From an optimization exercise on the open Yosys and OpenROAD flow, aimed at small area and a short achievable clock period; shortcuts taken in it are not production practice. RTL that was checked went through simulation tests only; none was proved equivalent to the original. No activity file was given, so power comes from the tool's default toggle rates.

Setup of job 101:
==> flow/design.v (excerpt) <==
module lampFPU_FMA( clk,rst,
sign_op1_i,mant_op1_i,exp_op1_i,isZ_op1_i,isInf_op1_i, isSNAN_op1_i, isQNAN_op1_i,
sign_op2_i,mant_op2_i,exp_op2_i,isZ_op2_i,isInf_op2_i, isSNAN_op2_i, isQNAN_op2_i,
sign_op3_i,mant_op3_i,exp_op3_i,isInf_op3_i, isSNAN_op3_i, isQNAN_op3_i,
doFMU_i,is_mult_sub_i,is_add_sub_i,  
res_sign_o,res_mant_o, res_exp_o,
is_Overflow_o,is_Underflow_o,is_to_round_o,valid_o
);
Settings: LEC_CHECK=0, ABC_AREA=1, CAP_MARGIN=20, CORE_MARGIN=2, CORE_UTILIZATION=40, CTS_BUF_LIST=sky130_fd_sc_hd__clkbuf_8, SETUP_SLACK_MARGIN=4, SLEW_MARGIN=20, TNS_END_PERCENT=10; clock period 10.0 ns.
standard.sh (not shown) runs the stock make flow with config.mk's settings and CLKGATE_MAP_FILE= SYNTH_SCRIPT=/design/flow/synth_recipe.tcl, a recipe that flattens the netlist after the stock synthesis.
==> flow/flow/run.sh <==
#!/bin/bash
# Standard layout, except that the port buffers are buf_1 cells instead of
# the delay-cell buffers buffer_ports picks by default. Every port still gets a buffer.
set -euo pipefail
bash standard.sh BUFFER_PORTS_ARGS="-buffer_cell sky130_fd_sc_hd__buf_1" finish > standard_make.log 2>&1
Job 101 went all the way through synthesis, placement and routing and the layout is clean on timing, DRC and antenna.
The inputs of job 102 differ from those of job 101 as listed below.
--- a/flow/design.v
+++ b/flow/design.v
@@ -212,94 +212,90 @@
 			endcase
 		end
 		FUNC_calcInfNanRes = {isValidRes, isInfRes, isNanRes, signRes};
 	endfunction    
 logic [15:0] prod;
 logic [8:0]  exp_prod;
 logic [10:0] align;              
 logic        op3_only;           
 logic        mult_sign, do_sub;
 logic [23:0] op3_al;
 logic [8:0]  exp_pre;
-logic [8:0]  exp9_prod, exp9_op3;
 logic        chk_valid, chk_inf, chk_nan, chk_sign, chk_spec;
 logic [15:0] prod_r;             
 logic [23:0] op3_r;              
 logic        sub_r;              
 logic        exp_gt_r;           
 logic        exp_eq_r;           
-logic [8:0]  exp9_r;             
+logic [7:0]  exp_r;              
 logic        sign_gt_r, sign_le_r;   
 logic        force_ff_r, nan_r, ovf_r, noround_r, valid_r;
 always_comb begin
     mult_sign = sign_op1_i ^ sign_op2_i;
     prod      = mant_op1_i * mant_op2_i;
     exp_prod  = exp_op1_i + exp_op2_i - 9'd127;
     align     = {2'b0, exp_prod} - {2'b0, exp_op3_i} + 11'd9;
     op3_only  = align[10];
     if (op3_only)
         op3_al = {9'b0, mant_op3_i, 7'b0};
     else if (align > 11'd23)
         op3_al = '0;
     else
         op3_al = {mant_op3_i, 16'b0} >> align[4:0];
     do_sub    = sign_op1_i ^ sign_op2_i ^ sign_op3_i ^ is_mult_sub_i ^ is_add_sub_i;
     exp_pre   = op3_only ? exp_op3_i : exp_prod;
-    exp9_prod = {1'b0, exp_prod[7:0]} + 9'd9;
-    exp9_op3  = {1'b0, exp_op3_i[7:0]} + 9'd9;
     {chk_valid, chk_inf, chk_nan, chk_sign} = FUNC_calcInfNanRes(
         is_mult_sub_i, is_add_sub_i,
         isZ_op1_i, isInf_op1_i, isSNAN_op1_i, isQNAN_op1_i,
         isZ_op2_i, isInf_op2_i, isSNAN_op2_i, isQNAN_op2_i,
         mult_sign, sign_op3_i,
         isInf_op3_i, isSNAN_op3_i, isQNAN_op3_i);
     chk_spec  = chk_inf | chk_nan;
 end
 always_ff @(posedge clk) begin
     if (rst) begin
         prod_r     <= '0;
         op3_r      <= '0;
         sub_r      <= 1'b0;
         exp_gt_r   <= 1'b0;
         exp_eq_r   <= 1'b0;
-        exp9_r     <= '0;
+        exp_r      <= '0;
         sign_gt_r  <= 1'b0;
         sign_le_r  <= 1'b0;
         force_ff_r <= 1'b0;
         nan_r      <= 1'b0;
         ovf_r      <= 1'b0;
         noround_r  <= 1'b0;
         valid_r    <= 1'b0;
     end else begin
         prod_r     <= op3_only ? 16'b0 : prod;
         op3_r      <= op3_al ^ {24{do_sub & ~op3_only}};
         sub_r      <= do_sub & ~op3_only;
         exp_gt_r   <= ~align[10] & (align > 11'd9);
         exp_eq_r   <= align == 11'd9;
-        exp9_r     <= (op3_only ? exp9_op3 : exp9_prod) ^ 9'd9;
+        exp_r      <= exp_pre[7:0];
         sign_gt_r  <= chk_spec ? chk_sign : (mult_sign ^ is_mult_sub_i);
         sign_le_r  <= chk_spec ? chk_sign : (sign_op3_i ^ is_add_sub_i);
         force_ff_r <= chk_spec | exp_pre[8];
         nan_r      <= chk_nan & ~chk_inf;
         ovf_r      <= ~chk_spec & exp_pre[8];
         noround_r  <= chk_spec | chk_valid;
         valid_r    <= doFMU_i;
     end
 end
 logic        mult_gt;
 logic [24:0] add_a, add_b, add_p, add_g, grp_g, grp_p, carry, sum;
 logic [31:0] n0, n1, n2, n3, n4, n5;
 logic [4:0]  lz;
 logic        sum_zero;
 logic [8:0]  exp9;
-logic [7:0]  exp_z;
 logic [9:0]  exp_adj;            
 logic        unf;
 logic [11:0] mant_n;
 logic [7:0]  exp_n;
 always_comb begin
     mult_gt = exp_gt_r | (exp_eq_r & (prod_r[14:7] > (op3_r[14:7] ^ {8{sub_r}})));
     add_a = {9'b0, prod_r};
     add_b = {sub_r, op3_r};
     add_p = add_a ^ add_b;
     add_g = add_a & add_b;
     grp_g = add_g;
@@ -313,28 +309,27 @@
     carry[0] = sub_r & mult_gt;
     for (int i = 1; i < 25; i++)
         carry[i] = grp_g[i-1] | (sub_r & mult_gt & grp_p[i-1]);
     sum = add_p ^ carry ^ {sub_r & mult_gt, {24{sub_r & ~mult_gt}}};
     n0 = {sum[23:0], 8'b0};
     lz[4] = ~|n0[31:16]; n1 = lz[4] ? {n0[15:0], 16'b0} : n0;
     lz[3] = ~|n1[31:24]; n2 = lz[3] ? {n1[23:0], 8'b0}  : n1;
     lz[2] = ~|n2[31:28]; n3 = lz[2] ? {n2[27:0], 4'b0}  : n2;
     lz[1] = ~|n3[31:30]; n4 = lz[1] ? {n3[29:0], 2'b0}  : n3;
     lz[0] = ~n4[31];     n5 = lz[0] ? {n4[30:0], 1'b0}  : n4;
     sum_zero = ~|sum[23:0];
-    exp9     = exp9_r ^ 9'd9;
-    exp_z    = exp9[7:0] - 8'd9;
+    exp9     = {1'b0, exp_r} + 9'd9;
     exp_adj  = {1'b0, exp9} - {5'b0, lz};
     unf      = ~sum_zero & exp_adj[9];
     mant_n   = {sum[24] & (lz == 5'd0), n5[31:22], |n5[21:17]};
-    exp_n    = sum_zero ? exp_z : (unf ? 8'b0 : exp_adj[7:0]);
+    exp_n    = sum_zero ? exp_r : (unf ? 8'b0 : exp_adj[7:0]);
 end
 always_ff @(posedge clk) begin
     if (rst) begin
         res_sign_o     <= 1'b0;
         res_mant_o     <= '0;
         res_exp_o      <= '0;
         is_Overflow_o  <= 1'b0;
         is_Underflow_o <= 1'b0;
         is_to_round_o  <= 1'b0;
         valid_o        <= 1'b0;
     end else begin
--- outcome ---
Sort job 101 and job 102 by first-pass GRT wire length desc -> top: job 101
Critical path's slowest cell = fa_1: job 101; critical path's slowest cell = dfxtp_4: job 102
Job 102 ends up with lower share of power burned in registers than job 101 does.
In job 102, fraction of the cycle the final worst path needs is higher than in job 101.
Diff job 101 -> job 102: number of fill cells in the layout went down 120; count of final hold-check violations held; combinational power went up about 4%.
The RTL of job 102 was laid out without a check of its function.

[port drivers added, routing unchanged]
Ports are ideal in the flow. The routed layouts listed here were re-timed in OpenROAD. Step 1: set_driving_cell puts a clkbuf_16 on clk and a buf_2 on each other input, an assumption about the parent block. Step 2 also shifts input and output timing later by t, the mid clock arrival at the registers, as if the neighbouring blocks saw the same clock. a / b / c = ideal ports / drivers / drivers and shift; a / b = the first two.
| run | t (ns) | slack for setup (ns) | worst setup path at the end | clock arrival spread, ns |
|---|---|---|---|---|
| job 101 | 0.405 | 4.252 / 4.269 / 3.863 | input to register | 0.006 / 0.007 |
| job 102 | 0.405 | 4.120 / 4.120 / 3.837 | input to register | 0.018 / 0.017 |
After both steps setup and hold are still met in every run listed. For job 101, which loses most, drivers alone change the setup slack by +0.017 ns; drivers and shift together by -0.389 ns.
